What follows belongs to an exercise in optimizing a design on an open flow for small area; a production flow would make more cautious choices. Only the layout flow was run in this run; the RTL was not checked for function there. Power figures rest on the tool's default switching activity, not on a simulated workload.

==> flow/design.v <==
module adder_32b (a , b, cin, cout, sum);
  input [31:0] a, b;
  input cin;
  output cout;
  output [31:0] sum;
  assign {cout, sum} = a + b + cin;
endmodule
module alu (a, b, ctrl, y, zero);
  input [31:0] a, b;
  input [2:0] ctrl;
  output [31:0] y;
  output zero;
  assign y =  (ctrl == 3'b000) ? (a & b) :
              (ctrl == 3'b001) ? (a | b) : 
              (ctrl == 3'b010) ? (a + b) :
              (ctrl == 3'b110) ? (a - b) : ((a<b) ? 32'd1: 32'd0);
  assign zero = (y == 32'd0) ? 1'b1 : 1'b0;
endmodule
module alu_controller (alu_op, func, operation);
  input [1:0] alu_op;
  input [5:0] func;
  output [2:0] operation;
  reg [2:0] operation;
  always @(alu_op, func)
  begin
    operation = 3'b000;
    if (alu_op == 2'b00)         
      operation = 3'b010;
    else if (alu_op == 2'b01)    
      operation = 3'b110;
    else if (alu_op == 2'b11)    
      operation = 3'b111;
    else
      begin
        case (func)
          6'b100000: operation = 3'b010;   
          6'b100011: operation = 3'b110;   
          6'b100100: operation = 3'b000;   
          6'b100101: operation = 3'b001;   
          6'b101010: operation = 3'b111;   
          default:   operation = 3'b000;
        endcase
      end
  end
endmodule
module controller ( opcode, func, zero, reg_dst, mem_to_reg, reg_write, 
                    alu_src, mem_read, mem_write, pc_src, operation,
		    reg_dst2, data_write, pc_src2
                  );
    input [5:0] opcode;
    input [5:0] func;
    input zero;
    output  reg_dst, mem_to_reg, reg_write, alu_src, 
            mem_read, mem_write, pc_src, reg_dst2,
            data_write;
    reg     reg_dst, mem_to_reg, reg_write, 
            alu_src, mem_read, mem_write,
	    reg_dst2, data_write; 
    output [1:0] pc_src2;
    reg [1:0] pc_src2;
    output [2:0] operation;
    reg [1:0] alu_op;     
    reg branch;   
    alu_controller ALU_CTRL(alu_op, func, operation);
    always @(opcode)
    begin
      {reg_dst, alu_src, mem_to_reg, reg_write, mem_read, mem_write, branch, alu_op,
       reg_dst2, data_write, pc_src2} = 13'd0;
      case (opcode)
        6'b000000 : {reg_dst, reg_write, alu_op} = 4'b1110;   
        6'b100011 : {alu_src, mem_to_reg, reg_write, mem_read} = 4'b1111; 
        6'b101011 : {alu_src, mem_write} = 2'b11;                                 
        6'b000100 : {branch, alu_op} = 3'b101; 
        6'b001001 : {reg_write, alu_src} = 2'b11;   
	6'b001010 : {reg_write, alu_src, alu_op} = 4'b1111;
	6'b000010 : pc_src2 = 2'b01;
	6'b000011 : {reg_write, reg_dst2, data_write, pc_src2} = 5'b11101;
	6'b000110 : pc_src2 = 2'b10;       
      endcase
    end
    assign pc_src = branch & zero;
endmodule
module mux2to1_32b (i0, i1, sel, y);
  input [31:0] i0, i1;
  input sel;
  output [31:0] y;
  assign y = (sel==1'b1) ? i1 : i0;
endmodule
module mux2to1_5b (i0, i1, sel, y);
  input [4:0] i0, i1;
  input sel;
  output [4:0] y;
  assign y = (sel==1'b1) ? i1 : i0;
endmodule
module mux3to1_32b (i0, i1, i2, sel, y);
  input [31:0] i0, i1, i2;
  input [1:0] sel;
  output [31:0] y;
  assign y = (sel == 2'b00) ? i0 : 
	     (sel == 2'b01) ? i1 :
	     (sel == 2'b10) ? i2 : i0;
endmodule
module reg_32b (d_in, sclr, ld, clk, d_out);
  input [31:0] d_in;
  input sclr, ld, clk;
  output [31:0] d_out;
  reg [31:0] d_out;
  always @(posedge clk)
  begin
    if (sclr==1'b1)
      d_out <= 32'd0;
    else if (ld)
      d_out <= d_in;
  end
endmodule
module reg_file (wr_data, rd_reg1, rd_reg2, wr_reg, reg_write, rst, clk, rd_data1, rd_data2);
  input [31:0] wr_data;
  input [4:0] rd_reg1, rd_reg2, wr_reg;
  input reg_write, rst, clk;
  output [31:0] rd_data1, rd_data2;
  reg [31:0] register_file [0:31];
  integer i;
  assign rd_data1 = (rd_reg1 == 5'b0) ? 32'd0 : register_file[rd_reg1];
  assign rd_data2 = (rd_reg2 == 5'b0) ? 32'd0 : register_file[rd_reg2];
  always @(posedge clk)
    if (rst == 1'b1)
      for (i=0; i<32 ; i=i+1 )
        register_file[i] <= 32'd0;
    else if (reg_write == 1'b1)
      if(wr_reg != 5'd0)
        register_file[wr_reg] <= wr_data;
endmodule
module shl2 (d_in, d_out);
  input [31:0] d_in;
  output [31:0] d_out;
  assign d_out = d_in << 2;
endmodule
module sign_ext (d_in, d_out);
  input [15:0] d_in;
  output [31:0] d_out;
  assign d_out = {{16{d_in[15]}}, d_in};
endmodule
module datapath ( clk, rst, inst_adr, inst,
                  data_adr, data_out, data_in, 
                  reg_dst, mem_to_reg, alu_src, pc_src, alu_ctrl, reg_write,
                  zero, reg_dst2, data_write, pc_src2
                 );
  input  clk, rst;
  output [31:0] inst_adr;
  input  [31:0] inst;
  output [31:0] data_adr;
  output [31:0] data_out;
  input  [31:0] data_in;
  input  reg_dst, mem_to_reg, alu_src, pc_src, reg_write, reg_dst2, data_write;
  input  [2:0] alu_ctrl;
  input  [1:0] pc_src2;
  output zero;
  wire [31:0] pc_out;
  wire [31:0] adder1_out;
  wire [31:0] read_data1, read_data2;
  wire [31:0] sgn_ext_out;
  wire [31:0] mux2_out;
  wire [31:0] alu_out;
  wire [31:0] adder2_out;
  wire [31:0] shl2_out;
  wire [31:0] mux3_out;
  wire [31:0] mux4_out;
  wire [31:0] mux5_out;
  wire [4:0] mux6_out;
  wire [31:0] mux7_out;
  wire [4:0]  mux1_out;
  wire [31:0] shl2_2_out;
  reg_32b PC(mux5_out, rst, 1'b1, clk, pc_out);
  adder_32b ADDER_1 (pc_out , 32'd4, 1'b0, , adder1_out);
  mux2to1_5b MUX_1(inst[20:16], inst[15:11], reg_dst, mux1_out);
  reg_file  RF(mux7_out, inst[25:21], inst[20:16], mux6_out, reg_write, rst, clk, read_data1, read_data2);
  sign_ext SGN_EXT(inst[15:0], sgn_ext_out);
  mux2to1_32b MUX_2(read_data2, sgn_ext_out, alu_src, mux2_out);
  alu ALU(read_data1, mux2_out, alu_ctrl, alu_out, zero);
  shl2 SHL2(sgn_ext_out, shl2_out);
  adder_32b ADDER_2(adder1_out, shl2_out, 1'b0, , adder2_out);
  mux2to1_32b MUX_3(adder1_out, adder2_out, pc_src, mux3_out);
  mux2to1_32b MUX_4(alu_out, data_in, mem_to_reg, mux4_out);
  mux3to1_32b MUX_5(mux3_out, shl2_2_out, read_data1, pc_src2, mux5_out);
  mux2to1_5b MUX_6(mux1_out, 5'd31, reg_dst2, mux6_out);
  mux2to1_32b MUX_7(mux4_out, adder1_out, data_write, mux7_out); 
  assign inst_adr = pc_out;
  assign data_adr = alu_out;
  assign data_out = read_data2;
  assign shl2_2_out = {adder1_out[31:28], inst[25:0], 2'b00};
endmodule
module mips_single_cycle (rst, clk, inst_adr, inst, data_adr, data_in, data_out, mem_read, mem_write);
  input rst, clk;
  output [31:0] inst_adr;
  input  [31:0] inst;
  output [31:0] data_adr;
  input  [31:0] data_in;
  output [31:0] data_out;
  output mem_read, mem_write;
  wire reg_dst, mem_to_reg, alu_src, pc_src, reg_write, zero, reg_dst2, data_write;
  wire [1:0] pc_src2;
  wire [2:0] alu_ctrl;
  datapath DP(  clk, rst, inst_adr, inst, data_adr, data_out, data_in, 
                reg_dst, mem_to_reg, alu_src, pc_src, alu_ctrl, reg_write, zero,
                reg_dst2, data_write, pc_src2
            );
  controller CU(  inst[31:26], inst[5:0], zero, reg_dst, mem_to_reg, reg_write, 
                  alu_src, mem_read, mem_write, pc_src, alu_ctrl, reg_dst2,
                  data_write, pc_src2
                );
endmodule
==> flow/run.sh <==
#!/bin/bash
# synth_recipe.tcl (not shown) runs the flow's synth.tcl, then flattens the netlist and writes it again
# the make line also repeats each setting of config.mk as NAME=value (left out here)
make -C /OpenROAD-flow-scripts/flow DESIGN_CONFIG=/design/flow/config.mk WORK_HOME=/design/flow/orfs CLKGATE_MAP_FILE= SYNTH_SCRIPT=/design/flow/synth_recipe.tcl finish
==> flow/config.mk <==
export PLATFORM = sky130hd
export DESIGN_NAME = mips_single_cycle
export DESIGN_NICKNAME = mips_single_cycle
export VERILOG_FILES = /design/flow/design.v
export SDC_FILE = /design/flow/constraint.sdc
export NUM_CORES = 4
export LEC_CHECK = 0
export CAP_MARGIN = 20
export CORE_MARGIN = 2
export CORE_UTILIZATION = 40
export SLEW_MARGIN = 20
==> flow/constraint.sdc <==
create_clock -name core_clock -period 11.0 [get_ports {clk}]
set_input_delay 2.2000 -clock core_clock [delete_from_list [all_inputs] [get_ports {clk}]]
set_output_delay 2.2000 -clock core_clock [all_outputs]
set_load 0.01 [all_outputs]
==> run summary <==
cells in the mapped netlist, drive strengths merged, types with 52 or more instances:
library cell  number  share of area
nor2            1192          0.072
edfxtp          1024           0.50
mux4             640           0.23
clkbuf           360          0.022
nand2            178          0.011
a21oi            170          0.014
ha               131          0.026
inv              130         0.0079
o21ai            130          0.011
mux2i            100          0.016
buf               85         0.0060
xnor2             52         0.0074
cell type report:
cell class | instances | area (um^2)
Inverter | 132 | 497
Fill cell | 13669 | 83000
Timing Repair Buffer | 402 | 3850
Multi-Input combinational cell | 3164 | 28900
Antenna cell | 2 | 5.00
Sequential cell | 1056 | 31400
Clock buffer | 125 | 2770
Clock inverter | 75 | 888
Tap cell | 2044 | 2560
metrics by stage:
step / setup WS (ns) / hold slack [ns] / instance area, um^2 / total power (W) / utilization
after floorplan: 1.15 / 0.498 / 62000 / 0.00645 / -
after global placement: 0.279 / 0.604 / 67000 / 0.00788 / 0.436
after detailed placement: 0.230 / 0.613 / 67000 / 0.00789 / 0.436
after CTS: 0.220 / 0.626 / 70700 / 0.0117 / 0.459
after global routing: 0.119 / 0.616 / 70800 / 0.0121 / 0.460
final: 0.356 / 0.628 / 70800 / 0.0118 / 0.460
flip-flops by register name, indices dropped and copies added (netlist names):
register,count
DP.PC.d_out,32
DP.RF.register_file,1024
metal layers:
metal,global-route usage,part of all wire
met1,0.412,0.37
met5,0,0.000070
met3,0.0638,0.12
met4,0.136,0.052
met2,0.479,0.46
worst max-delay path, stage by stage:
cell,delay [ns]
buf_12,0.30
buf_12,0.27
buf_12,0.17
mux4_2,0.49
mux4_2,0.53
mux2i_1,0.35
nor2_1,0.13
mux2i_1,0.22
buf_4,0.16
inv_1,0.04
ha_1,0.27
a2111oi_0,0.42
o21ai_0,0.36
nand4_1,0.28
a21oi_1,0.15
a41oi_1,0.35
o21ai_0,0.29
buf_4,0.22
a2bb2oi_1,0.14
a211oi_1,0.29
buf_4,0.19
inv_1,0.04
clkdlybuf4s50_1,0.48
power by group through the flow:
stage                     combinational, W  clock (W)  sequential (W)
after floorplan                    0.00178          0         0.00467
after global placement             0.00319          0         0.00469
after detailed placement           0.00319          0         0.00470
after CTS                          0.00320    0.00388         0.00462
after global routing               0.00346    0.00403         0.00463
final                              0.00333    0.00386         0.00462
worst paths after layout:
check                        startpoint             end  slack (ns)  cells past startpoint
max                            inst[16]    data_adr[31]        0.36                     23
max reg2reg  DP.RF.register_file[13][4]  DP.PC.d_out[3]        3.15                     21
min reg2reg              DP.PC.d_out[0]  DP.PC.d_out[0]        0.63                      2
min                      DP.PC.d_out[0]  DP.PC.d_out[0]        0.63                      2
logic make-up after synthesis:
| logic type | count (synthesis) |
|---|---|
| compound gates | 589 |
| xor+xnor | 64 |
| fa+ha+maj | 132 |
| buf+inv | 577 |
| flops | 1056 |
| mux | 762 |
| other cells | 1 |
| simple gates | 1585 |
==> run summary <==
* Sort of element at the end of the critical path: output port
* Run status: finished clean
* Initial detailed-routing violation count at 6672
* RSZ-0062 raised after global routing: no
* Most frequent standard cell in the layout excluding fill and tap cells: nor2_1
* Fin Setup TNS at 0 ns
* Root buffer selected by CTS: clkbuf_16
* Detailed-router iteration count before antenna repair at 6
* Power per cell area at 167 nW/um^2
* Leak at 25.3 nW
* Effective utilization at floorplan at 0.402
* Synthesized-area fraction occupied by ao, oa, aoi and oai cells at 0.0627
* Number of setup buffers added after CTS at 0
* Netlist area before placement at 61900 um^2
* Part of the power in combinational logic at 0.282
* Class of the worst hold path: flip-flop to flip-flop
* Clock buffer count from CTS at 108
* Type of the setup path with the least slack: input pin to output port
* GPL Wtd Cong at 1.01
* Die width at 397 um
* Later-pin clock latency in the skew report at 0.77 ns
* Number of warning messages in the yosys log at 4
* Post-Synth Adder-Cell Area at 0.0268
* Synthesized-area fraction occupied by xor and xnor cells at 0.00906
* Resized cells post-CTS at 0
* Required time worst endpoint at 8.80 ns
* Clock power share at 0.327
* Deepest clock path buffer count at 3
* Residual DRC count at 0
* Number of violations of the max-capacitance limit at 0
* Average size of a mapped cell at 13.0 um^2
* Overall die height at 397 um
* Layout Area Growth over Synthesis at 14.5%
* Global-route usage over all layers at 0.306
* Net Sw Frac at 0.335
* H-tree level count at 3
* Final ANT Viol Nets at 0
* Vias in the first global route at 45048
* Fraction of registers with async set/reset at 0
* Sequential cell fraction of total power at 0.391
* Row Count at 144
* Maximum number of pins on one net before global-route repair at 75
* Maximum fanout encountered on the critical timing path at 39
* Category of the worst setup path launch point: input pin
* Antenna violations before repair at 8
* Dpl cells at 6793
* P_int at 0.00785 W
* Worst-path clk slew at 0.08 ns
* Worst slew slack as a fraction of its limit at 0.240
* I/O pin count at 164
* Final setup skew at 0.0767 ns
* Main combinational cell family by area after synthesis: multiplexers
* Number of hold violations in the final report at 0
* Commonest cells after routing, fill and taps aside: nor2_1 (1188), edfxtp_1 (1024), mux4_2 (640)
* Net switching component of the power at 0.00396 W
* Worst path arrival time at 8.44 ns
* Number of synthesized register bits at 1056
* Transition time at the pin with the least slew margin at 1.14 ns
* Global-route wire length before repair at 341 mm
* Number of synthesized flops with an enable pin at 1024
* Basic-gate share of the synthesized area counting and, or, nand and nor cells at 0.105
* CTS tree: yes
* Time the worst path needs with I/O delays and setup at 10.64 ns
* Period Utilization, post-route at 0.968
* F_max at 93.9 MHz
* Worst IR Drop VDD at 159 uV
* Detailed-placement wirelength estimate at 156 mm
* Final Routed Wirelength at 243 mm
* Via density per instance at 6.51
* Routed length per instance at 34.7 um
* Fraction of synthesized area in multiplexers at 0.253
* Synth Flop Type: edfxtp_1
* Die area at 158000 um^2
* Count of endpoints failing setup in the final report at 0
* Part of the Yosys area used for sequential elements at 0.507
* Hold-fix buffers, CTS at 0
* Synth cell types at 85
* Non-Filler Instances at 7000
* Total via count in the routed design at 45596
* Aggregate global routing overflow at 0
* Clock Sink Count at 1056
* Core Box Area at 154000 um^2
* Post-layout nets at 5062
* Final Slew Violations at 0
* IO Port Bufs at 163
* Fraction of final layout cells with drive strength greater than 1 at 0.244
* Cell count after synthesis at 4766

-- re-timing with driven ports --
The results above use ideal ports. As a check the final layout listed here was re-extracted and re-timed, cells and wires unchanged.
Step 1 sets driving cells, clkbuf_16 on the clock port and buf_2 on the other inputs (assumed; they add their load-dependent delay and slew).
Step 2 adds t to the input delays and takes it off the output delays; t is the mean of the earliest and latest rising clock arrival at the registers after step 1. Input paths then give back, and output paths get back, about the clock's delay inside the block.
a / b / c = ideal / step 1 / step 2; a / b = the first two.
t (ns): 0.817
setup slack, ns: 0.356 / 0.263 / 0.263
hold WS [ns]: 0.628 / 0.628 / 0.628
worst setup path at the end: input to output
After both steps setup and hold are still met in this run. The setup slack of this run moves by -0.093 ns with the drivers and by -0.093 ns with both steps.
